Context: an optimization exercise on an open-source flow, tuned for small area. The choices shown serve that exercise and are no tape-out recipe. The RTL was checked by simulation tests, not by an equivalence proof against the original design. Power figures rest on the tool's default switching activity, not on a simulated workload.

==> flow/design.v <==
module uart_rx (
    input  wire       clk,
    input  wire       rst,
    input  wire       rx,
    output reg  [7:0] data,
    output reg        valid
);
    reg [1:0] state;    
    reg [8:0] cnt;
    reg [2:0] bi;
    wire hit = (cnt == 9'd434);
    always @(posedge clk) begin
        if (rst) begin
            valid <= 1'b0;
            state <= 2'd0;
            cnt   <= 9'd217;
            bi    <= 3'd0;
        end else begin
            valid <= 1'b0;
            case (state)
                2'd0: begin
                    cnt <= 9'd217;
                    if (!rx) state <= 2'd1;
                end
                2'd1: begin
                    if (hit) begin
                        cnt <= 9'd0;
                        state <= rx ? 2'd0 : 2'd2;
                    end else cnt <= cnt + 9'd1;
                end
                2'd2: begin
                    if (hit) begin
                        cnt <= 9'd0;
                        data <= {rx, data[7:1]};
                        bi <= bi + 3'd1;
                        if (bi == 3'd7) state <= 2'd3;
                    end else cnt <= cnt + 9'd1;
                end
                2'd3: begin
                    if (hit) begin
                        valid <= 1'b1;
                        state <= 2'd0;
                    end else cnt <= cnt + 9'd1;
                end
            endcase
        end
    end
endmodule
module firepi_top (
    input  clk_50mhz,
    input  rst,  
    input  uart_rx,  
    output uart_tx,
    input  uart1_rx,  
    output uart1_tx,
    output led_out,  
    output led_solved  
);
    wire clk = clk_50mhz;
    reg [22:0] cnt;
    always @(posedge clk) cnt <= rst ? 23'd0 : cnt + 23'd1;
    wire [4:0] ph  = cnt[4:0];
    wire [3:0] ph4 = cnt[3:0];
    wire lowh = ~ph[4];
    wire k0   = (ph == 5'd0);
    wire kend = (ph == 5'd31);
    reg [15:0] lfsr;
    always @(posedge clk)
        if (rst) lfsr <= 16'hACE1;
        else lfsr <= {lfsr[14:0], lfsr[15] ^ lfsr[13] ^ lfsr[12] ^ lfsr[10]};
    wire [7:0] rxd0, rxd1;
    wire rxv0, rxv1;
    uart_rx u_rx0 (.clk(clk), .rst(rst), .rx(uart_rx),  .data(rxd0), .valid(rxv0));
    uart_rx u_rx1 (.clk(clk), .rst(rst), .rx(uart1_rx), .data(rxd1), .valid(rxv1));
    reg [15:0] a0, a1, a2, a3;    
    reg [15:0] b0, b1, b2, b3;    
    reg        gbuf;              
    reg [31:0] acc;               
    wire [3:0] ap = {a3[0], a2[0], a1[0], a0[0]};
    wire [3:0] bp = {b3[0], b2[0], b1[0], b0[0]};
    reg  [3:0] ain, bin;
    reg        accin;
    always @(posedge clk) begin
        a0 <= {ain[0], a0[15:1]};
        a1 <= {ain[1], a1[15:1]};
        a2 <= {ain[2], a2[15:1]};
        a3 <= {ain[3], a3[15:1]};
        b0 <= {bin[0], b0[15:1]};
        b1 <= {bin[1], b1[15:1]};
        b2 <= {bin[2], b2[15:1]};
        b3 <= {bin[3], b3[15:1]};
        acc <= {accin, acc[31:1]};
    end
    localparam S_IDLE = 5'd0,  S_RDR = 5'd1,  S_RDH = 5'd2,  S_RDC = 5'd3,
               S_RDM  = 5'd4,  S_RDE = 5'd5,  S_RDX = 5'd6,  S_A1H = 5'd7,
               S_A1C  = 5'd8,  S_A2Z = 5'd9,  S_A2O = 5'd10, S_A2X = 5'd11,
               S_EXR  = 5'd12, S_EXG = 5'd13, S_MC  = 5'd14, S_MD  = 5'd15,
               S_TX   = 5'd16, S_AP  = 5'd17;
    localparam L_NONE = 3'd0, L_SW13 = 3'd1, L_SW23 = 3'd2, L_H0 = 3'd3,
               L_H1 = 3'd4, L_MEAS = 3'd5;
    reg [4:0] st;
    reg processing, green, meas;
    reg [3:0] tbyte, tslot;
    reg [8:0] tcnt;
    reg txr, nb;
    wire tend = (tcnt == 9'd434);
    reg fr;
    reg [3:0] idx;
    reg ready;
    reg wpend, wact;
    reg blkp, bact, bcopy, fwd;
    reg [1:0] o;
    reg [2:0] lop;
    reg lact, pro;
    reg [1:0] sub, hi;
    reg [3:0] j;
    reg carry, prev, mcur, mnext, ep, eq;
    reg [13:0] rr;
    localparam [15:0] C4 = 16'd46344;    
    wire isH  = (lop == L_H0) | (lop == L_H1);
    wire h1   = (lop == L_H1);
    wire isM  = (lop == L_MEAS);
    wire isSW = (lop == L_SW13) | (lop == L_SW23);
    wire [1:0] hp = hi[0] ? (h1 ? 2'd1 : 2'd2) : 2'd0;
    wire [1:0] hq = hi[0] ? 2'd3 : (h1 ? 2'd2 : 2'd1);
    wire bf1 = isH & (sub == 2'd0);
    wire bf2 = isH & (sub == 2'd1);
    wire hornH = isH & sub[1];
    wire inj  = isM & (sub == 2'd3);
    wire horn = hornH | (isM & ~pro);
    wire [1:0] xsel = isM ? sub : ((sub == 2'd3) ? hq : hp);
    wire xr = ap[xsel];
    wire qr = ap[hq];
    wire ext = (isH & (sub == 2'd3)) ? eq : ep;
    wire xk = lowh ? xr : ext;
    wire mbit = isH ? C4[j] : mcur;
    wire neg = isM & (j == 4'd15) & ~inj;
    wire first = (j == 4'd15) & (isH | (sub == 2'd0));
    wire dbl = isH | (sub == 2'd0);
    wire accp = acc[0];
    wire pm = mbit & xk;
    wire injb = (ph < 5'd14) ? ~rr[ph[3:0]] : 1'b1;
    wire fa_a = bf1 ? xr : bf2 ? accp : first ? 1'b0 : dbl ? (k0 ? 1'b0 : prev) : accp;
    wire fa_b = bf1 ? qr : bf2 ? ~qr : inj ? injb : (neg ? ~pm : pm);
    wire cin = k0 ? (bf2 | neg) : carry;
    wire sum = fa_a ^ fa_b ^ cin;
    wire cout = (fa_a & fa_b) | (cin & (fa_a ^ fa_b));
    reg [1:0] ni;
    reg [3:0] nj;
    always @(*) begin
        if (pro) begin ni = 2'd0; nj = 4'd15; end
        else if (sub != 2'd3 && sub < hi) begin ni = sub + 2'd1; nj = j; end
        else if (sub != 2'd3 && j == 4'd14) begin ni = 2'd3; nj = j; end
        else if (j != 4'd0) begin ni = 2'd0; nj = j - 4'd1; end
        else begin ni = 2'd0; nj = 4'd15; end
    end
    wire runend = isM & ~pro & (sub == hi) & (j == 4'd0);
    wire blkreq = (st == S_AP) | (st == S_RDR);
    wire [3:0] wk = idx - 4'd1;
    integer g;
    always @(*) begin
        ain = ap;
        for (g = 0; g < 4; g = g + 1) begin
            bin[g] = bp[g];
            if (wact && lowh && wk[2:1] == g && ph4[3] == ~wk[0])
                bin[g] = rxd1[ph4[2:0]];
        end
        if (bact && lowh) begin
            for (g = 0; g < 4; g = g + 1)
                ain[g] = bcopy ? (fwd ? bin[g] : bp[g]) : ((o == g) && (ph4 == 4'd14));
        end else if (lact) begin
            if (isSW && lowh) begin
                if (lop == L_SW13) begin ain[1] = ap[3]; ain[3] = ap[1]; end
                else begin ain[2] = ap[3]; ain[3] = ap[2]; end
            end
            if (isH) begin
                if (bf1 && lowh) ain[hp] = sum;
                if (bf2 && lowh) ain[hq] = sum;
                if (hornH && j == 4'd0 && !lowh) ain[sub[0] ? hq : hp] = sum;
            end
        end
        accin = accp;
        if (lact && horn) accin = sum;
        else if (lact && bf1 && lowh) accin = xr;
    end
    reg [7:0] cbyte;
    always @(*) begin
        case (tbyte)
            4'd0:  cbyte = 8'hAA;
            4'd9:  cbyte = {7'b0, green};
            4'd11: cbyte = {7'b0011000, o[1]};
            4'd12: cbyte = meas ? {7'b0011000, o[0]} : 8'h4B;
            4'd13: cbyte = 8'h0D;
            4'd14: cbyte = 8'h0A;
            default: cbyte = 8'h00;
        endcase
    end
    wire [2:0] nd = tslot[2:0] - 3'd1;           
    wire ampbyte = (tbyte >= 4'd1) && (tbyte <= 4'd8);
    wire [1:0] tring = (tbyte[2:0] - 3'd1) >> 1;
    wire tcap = ~ampbyte | (ph4 == {tbyte[0], nd});
    assign uart1_tx = txr | (tbyte > 4'd10);
    assign uart_tx  = txr | (tbyte <= 4'd10);
    assign led_solved = (!processing) && green;
    assign led_out = processing ? cnt[22] : (!green);
    always @(posedge clk) begin
        if (rst) begin
            st <= S_IDLE;
            processing <= 1'b0;
            green <= 1'b1;
            meas <= 1'b0;
            tbyte <= 4'd15;
            tslot <= 4'd0;
            tcnt <= 9'd0;
            txr <= 1'b1;
            fr <= 1'b0;
            idx <= 4'd0;
            ready <= 1'b0;
            wpend <= 1'b0;
            wact <= 1'b0;
            blkp <= 1'b1;
            bcopy <= 1'b0;
            bact <= 1'b0;
            o <= 2'd0;
            lop <= L_NONE;
            lact <= 1'b0;
        end else begin
            if (rxv1) begin
                if (!fr) begin
                    if (rxd1 == 8'hAA) begin idx <= 4'd0; fr <= 1'b1; end
                end else begin
                    if (idx == 4'd8) gbuf <= rxd1[0];
                    if (idx[3] == 1'b0) wpend <= 1'b1;
                    if (idx == 4'd9) begin ready <= 1'b1; fr <= 1'b0; end
                    else idx <= idx + 4'd1;
                end
            end
            if (st == S_AP) ready <= 1'b0;
            if (kend) begin
                wact <= wpend;
                if (wpend) wpend <= 1'b0;
            end else if (ph == 5'd15) wact <= 1'b0;
            case (st)
                S_IDLE: begin
                    processing <= 1'b0;
                    if (ready) begin
                        processing <= 1'b1;
                        st <= S_AP;
                    end else if (rxv0) begin
                        processing <= 1'b1;
                        case (rxd0)
                            "r": st <= S_RDR;
                            "h": st <= S_RDH;
                            "c": st <= S_RDC;
                            "m": st <= S_RDM;
                            "e": st <= S_RDE;
                            default: st <= S_RDX;
                        endcase
                    end
                end
                S_AP: begin
                    green <= gbuf;
                    blkp <= 1'b1;
                    bcopy <= 1'b1;
                    fwd <= wpend;
                    st <= S_IDLE;
                end
                S_RDR: begin
                    blkp <= 1'b1;
                    bcopy <= 1'b0;
                    o <= 2'd0;
                    st <= S_EXR;
                end
                S_RDH: st <= S_A1H;
                S_RDC: st <= S_A1C;
                S_RDM: st <= S_MC;
                S_RDX: st <= S_IDLE;
                S_RDE: begin
                    meas <= 1'b0;
                    tbyte <= 4'd0; tslot <= 4'd0; tcnt <= 9'd432;
                    st <= S_TX;
                end
                S_A1H: if (rxv0) begin
                    if (rxd0 == "0") lop <= L_H0;
                    else if (rxd0 == "1") lop <= L_H1;
                    sub <= 2'd0; hi <= 2'd0; j <= 4'd15; pro <= 1'b0;
                    st <= S_EXG;
                end
                S_A1C: if (rxv0) begin
                    st <= (rxd0 == "0") ? S_A2Z : (rxd0 == "1") ? S_A2O : S_A2X;
                end
                S_A2Z, S_A2O, S_A2X: if (rxv0) begin
                    if (st == S_A2Z && rxd0 == "1") lop <= L_SW13;
                    else if (st == S_A2O && rxd0 == "0") lop <= L_SW23;
                    st <= S_EXG;
                end
                S_EXR: begin
                    green <= 1'b1;
                    meas <= 1'b0;
                    tbyte <= 4'd12; tslot <= 4'd0; tcnt <= 9'd432;
                    st <= S_TX;
                end
                S_EXG: begin
                    green <= 1'b0;
                    meas <= 1'b0;
                    tbyte <= 4'd12; tslot <= 4'd0; tcnt <= 9'd432;
                    st <= S_TX;
                end
                S_MC: begin
                    rr <= lfsr[13:0];
                    lop <= L_MEAS;
                    sub <= 2'd0; hi <= 2'd0; j <= 4'd15; pro <= 1'b1;
                    st <= S_MD;
                end
                S_MD: begin
                    green <= 1'b1;
                    meas <= 1'b1;
                    tbyte <= 4'd0; tslot <= 4'd0; tcnt <= 9'd432;
                    st <= S_TX;
                end
                S_TX: begin
                    if (tslot >= 4'd1 && tslot <= 4'd8 && tcap)
                        nb <= ampbyte ? ap[tring] : cbyte[nd];
                    if (tend) begin
                        tcnt <= 9'd0;
                        tslot <= tslot + 4'd1;
                        if (tslot == 4'd0) txr <= 1'b0;
                        else if (tslot <= 4'd8) txr <= nb;
                        else if (tslot == 4'd9) txr <= 1'b1;
                        else begin
                            tslot <= 4'd0;
                            tcnt <= 9'd432;
                            if (tbyte == 4'd14) begin
                                tbyte <= 4'd15;
                                st <= S_IDLE;
                            end else if (tbyte == 4'd10 && !meas)
                                tbyte <= 4'd12;
                            else
                                tbyte <= tbyte + 4'd1;
                        end
                    end else tcnt <= tcnt + 9'd1;
                end
                default: st <= S_IDLE;
            endcase
            if (kend) begin
                bact <= blkp;
                if (blkp && !blkreq) blkp <= 1'b0;
                if (!blkp && lop != L_NONE && !lact) lact <= 1'b1;
            end
            if (lact) begin
                carry <= cout;
                prev <= accp;
                if (bf1 && ph == 5'd15) ep <= fa_a ^ fa_b ^ cout;
                if (bf2 && ph == 5'd15) eq <= fa_a ^ fa_b ^ cout;
                if (isM && ph == 5'd15) ep <= xr;
                if (isM && lowh && ph4 == nj) mnext <= ap[ni];
                if (kend) begin
                    mcur <= mnext;
                    if (isSW) begin
                        lop <= L_NONE; lact <= 1'b0;
                    end else if (isH) begin
                        case (sub)
                            2'd0: sub <= 2'd1;
                            2'd1: begin sub <= 2'd2; j <= 4'd15; end
                            2'd2: begin
                                j <= j - 4'd1;
                                if (j == 4'd0) sub <= 2'd3;
                            end
                            2'd3: begin
                                j <= j - 4'd1;
                                if (j == 4'd0) begin
                                    sub <= 2'd0;
                                    hi <= 2'd1;
                                    if (hi[0]) begin lop <= L_NONE; lact <= 1'b0; end
                                end
                            end
                        endcase
                    end else if (isM) begin
                        pro <= 1'b0;
                        sub <= ni;
                        j <= nj;
                        if (runend) begin
                            if (!sum) begin
                                o <= hi;
                                lop <= L_NONE; lact <= 1'b0;
                                blkp <= 1'b1; bcopy <= 1'b0;
                            end else if (hi == 2'd2) begin
                                o <= 2'd3;
                                lop <= L_NONE; lact <= 1'b0;
                                blkp <= 1'b1; bcopy <= 1'b0;
                            end else hi <= hi + 2'd1;
                        end
                    end
                end
            end
        end
    end
endmodule
==> flow/run.sh <==
#!/bin/bash
# synth_recipe.tcl (not shown) runs the flow's synth.tcl, then flattens the netlist and writes it again
# the make line also repeats each setting of config.mk as NAME=value (left out here)
make -C /OpenROAD-flow-scripts/flow DESIGN_CONFIG=/design/flow/config.mk WORK_HOME=/design/flow/orfs CLKGATE_MAP_FILE= SYNTH_SCRIPT=/design/flow/synth_recipe.tcl finish
==> flow/config.mk <==
export PLATFORM = sky130hd
export DESIGN_NAME = firepi_top
export DESIGN_NICKNAME = firepi_top
export VERILOG_FILES = /design/flow/design.v
export SDC_FILE = /design/flow/constraint.sdc
export NUM_CORES = 4
export LEC_CHECK = 0
export CAP_MARGIN = 20
export CORE_MARGIN = 2
export CORE_UTILIZATION = 40
export SLEW_MARGIN = 20
==> flow/constraint.sdc <==
create_clock -name core_clock -period 20.0 [get_ports {clk_50mhz}]
set_input_delay 4.0000 -clock core_clock [delete_from_list [all_inputs] [get_ports {clk_50mhz}]]
set_output_delay 4.0000 -clock core_clock [all_outputs]
set_load 0.01 [all_outputs]
==> notes.md <==
==> metrics by stage <==
stage,util,hold slack [ns],worst slack [ns]
2_1_floorplan,-,0.310,14.37
6_report,0.456,0.319,13.73
3_3_place_gp,0.420,0.310,13.75
4_1_cts,0.456,0.322,13.74
5_1_grt,0.456,0.325,13.59
3_5_place_dp,0.420,0.312,13.74
==> logic make-up after synthesis <==
kind of cell    after synthesis  synth area share
compound gates              302             0.139
xor+xnor                     35            0.0229
fa+ha+maj                    56            0.0535
buf+inv                     117            0.0394
flops                       320             0.515
mux                          35            0.0350
simple gates                506             0.195
==> layout make-up <==
| class | count | share of cell area |
|---|---|---|
| clock buffer | 43 | 0.0656 |
| clock inverter | 22 | 0.0148 |
| sequential | 320 | 0.461 |
| tap | 442 | 0.0371 |
| multi-input combinational | 934 | 0.399 |
| timing repair buffer | 15 | 0.00838 |
| inverter | 54 | 0.0136 |
==> synthesized netlist by cell type (12+ instances only) <==
cell type	count
nor2_1	134
dfxtp_1	272
clkbuf_1	45
a31oi_1	20
mux2i_1	16
nand2b_1	15
nand2_1	108
inv_1	53
nor2b_1	27
nand4_1	17
or3_1	12
and3_1	21
xnor2_1	16
o21ai_0	84
nand3_1	49
nor3_1	35
ha_1	54
edfxtp_1	48
xor2_1	19
a21oi_1	107
==> state kept, by name (all words and copies together), names as in the netlist, 16 cells and up, named ones only <==
register	count
acc	32
cnt	23
a0	16
a1	16
a2	16
a3	16
b0	16
b1	16
b2	16
b3	16
lfsr	16
==> routing by layer <==
metal,share of wire,vias up,track usage
li1,-,4890,-
met1,0.49,4725,0.228
met2,0.44,201,0.254
met3,0.045,55,0.0296
met4,0.026,0,0.0617
met5,0,-,0
==> final timing paths <==
kind	from	endpoint	slack, ns	depth (start not counted)
max	tbyte[0]$_SDFFE_PP1P_	uart_tx	13.73	5
min	a1[9]$_DFF_P_	a1[8]$_DFF_P_	0.32	0
max reg2reg	sub[0]$_DFFE_PN_	lact$_SDFF_PP0_	15.08	15
min reg2reg	a1[9]$_DFF_P_	a1[8]$_DFF_P_	0.32	0
==> power breakdown <==
| part | switching, mW | internal, mW |
|---|---|---|
| combinational | 0.127 | 0.0812 |
| sequential | 0.0400 | 0.673 |
| clock | 0.269 | 0.393 |
| total | 0.436 | 1.15 |
==> impl_results.md <==
* Worst path slowest cell: clkdlybuf4s50_1
* Worst-path fanout max at 6
* Worst Skew at approximately 0.014 ns
* RSZ-0062 raised after global routing: no
* Layout cells sized above 1 at 0.0756
* Clock Tree Root: clkbuf_16
* Final Hold Fails at 0
* DR vias at between 9000 and 10000
* Leak Pwr at 5.55 nW
* Post-DRT Antenna Nets at 0
* Synth Instances at 1371
* Final wirelength at 28500 µm
* Dpl cells at 1765
* Worst Max-Slew Pin Slew at 1.03 ns
* Status: timing/DRC/antenna clean
* Initial DRC Count at 712
* Post-synth top area share at 0.407
* Clk latency of the worst-skew pair at 0.52 ns
* Crit-path max cell delay at roughly 0.48 ns
* Post-Syn Area at 13400 µm²
* Synth area leader: dfxtp_1
* Placed inst area at 13700 µm²
* Syn_nets at 1431
* VDD IR max at 0.0000639 V
* Overflow after GRT at 0
* Placer Congestion at 0.873
* # Post-CTS Setup Buffers at 0
* Unique cell type count in the Yosys netlist at 92
* CTS buffer count at 36
* Power per standard cell area at 106 nW/µm²
* DR WL/cell at 15.6 µm
* Die footprint at about 35000 µm²
* Required time of the critical path at around 16 ns
* Post-Layout Cell Count at 1830
* Die height at 187 µm
* Hold_buf cts at 0
* Power consumption at about 1.6 mW
* Vias in the first global route at ~9400
* Max-cap violation count at 0
* Design area at 14900 µm²
* Top cells by area, synth: dfxtp_1 41%, edfxtp_1 11%, ha_1 5.1%, a21oi_1 4.0%, nor2_1 3.8%
* Max Root-Sink Buffers at 3
* Syn-to-layout area delta at 11.6%
* Worst path cell trace: inv_1, nor2_1, o21ai_0, or2_2, clkdlybuf4s50_1
* Num ports at 8
* Largest net degree at the start of global routing at 63
* Crit path buf inv count at 2
* Average cell area after synthesis at 9.75 µm²
* Final Max Tran Viols at 0
* Clk sink count at 320
* Final setup vio count at 0
* DP Wirelength at 19200 µm
* WS Path Type: reg -> out
* Most common cell after layout, fill and taps aside: dfxtp_1
* Router iterations before antenna repair at 5
* Slew Limit Headroom at 0.309
* First-pass GRT wire length at between 40000 and 50000 µm
* Post-synth ARST share at 0
* GRT Util Overall at 0.164
* Post-synth EDFFs at 48
* Synth warn at 2
* Multi-input gate area in the final layout at 5960 µm²
* Initial antenna violation count at 0
* Commonest cells after routing, fill and taps aside: 272 x dfxtp_1, 134 x nor2_1, 108 x nand2_1
* Register area share after synthesis at 0.515
* Post_cts resized at 0
* CP delay by family, top: buffers and inverters
* Core area at approximately 33000 µm²
* Commonest register cell after synthesis: dfxtp_1
* CTS tree: done
* FF+latch count, synth at 320
* CP startpoint kind: flop
* I/O Buffers at 7
* CP arrival at 2.27 ns
* Max Fclk at 159 MHz
* Row count at 66
* Via/cell ratio at 5.39
* Hold Crit Class: reg -> reg
* CTS clk-pin slew, worst paths at 0.06 ns
* Initial Utilization at 0.409
* CP endpoint kind: primary output
* H-tree depth at 2
* Number of antenna diodes at 0
* Setup TNS at 0 ns
* Die X at 187 µm
* Final-stage net count at 1421
* Fill count at 3188
* Final min period at 6.27 ns
* Reg area at 6890 µm²
* Post-route DRC at 0
* Fin crit share at 0.314

[separate check: timing with driven ports]
Ports are ideal in the flow. The routed layout listed here was re-timed in OpenROAD. Step 1 (the two cells are an assumption about what drives the block):
set clk [get_ports {clk_50mhz}]
set_driving_cell -lib_cell sky130_fd_sc_hd__clkbuf_16 $clk
set_driving_cell -lib_cell sky130_fd_sc_hd__buf_2 [delete_from_list [all_inputs] $clk]
Step 2 adds t to the input delays and takes it off the output delays; t is the mean of the earliest and latest rising clock arrival at the registers after step 1. Input paths then give back, and output paths get back, about the clock's delay inside the block. a / b / c = no drivers / after step 1 / after step 2; a / b = the first two.
t (ns): 0.560
setup slack, ns: 13.727 / 13.680 / 13.778
hold WS [ns]: 0.319 / 0.319 / 0.319
worst setup path at the end: input to register
worst register clock-pin slew, ns: 0.06 / 0.06
After both steps setup and hold are still met in this run. The setup slack of this run moves by -0.047 ns with the drivers and by +0.051 ns with both steps.
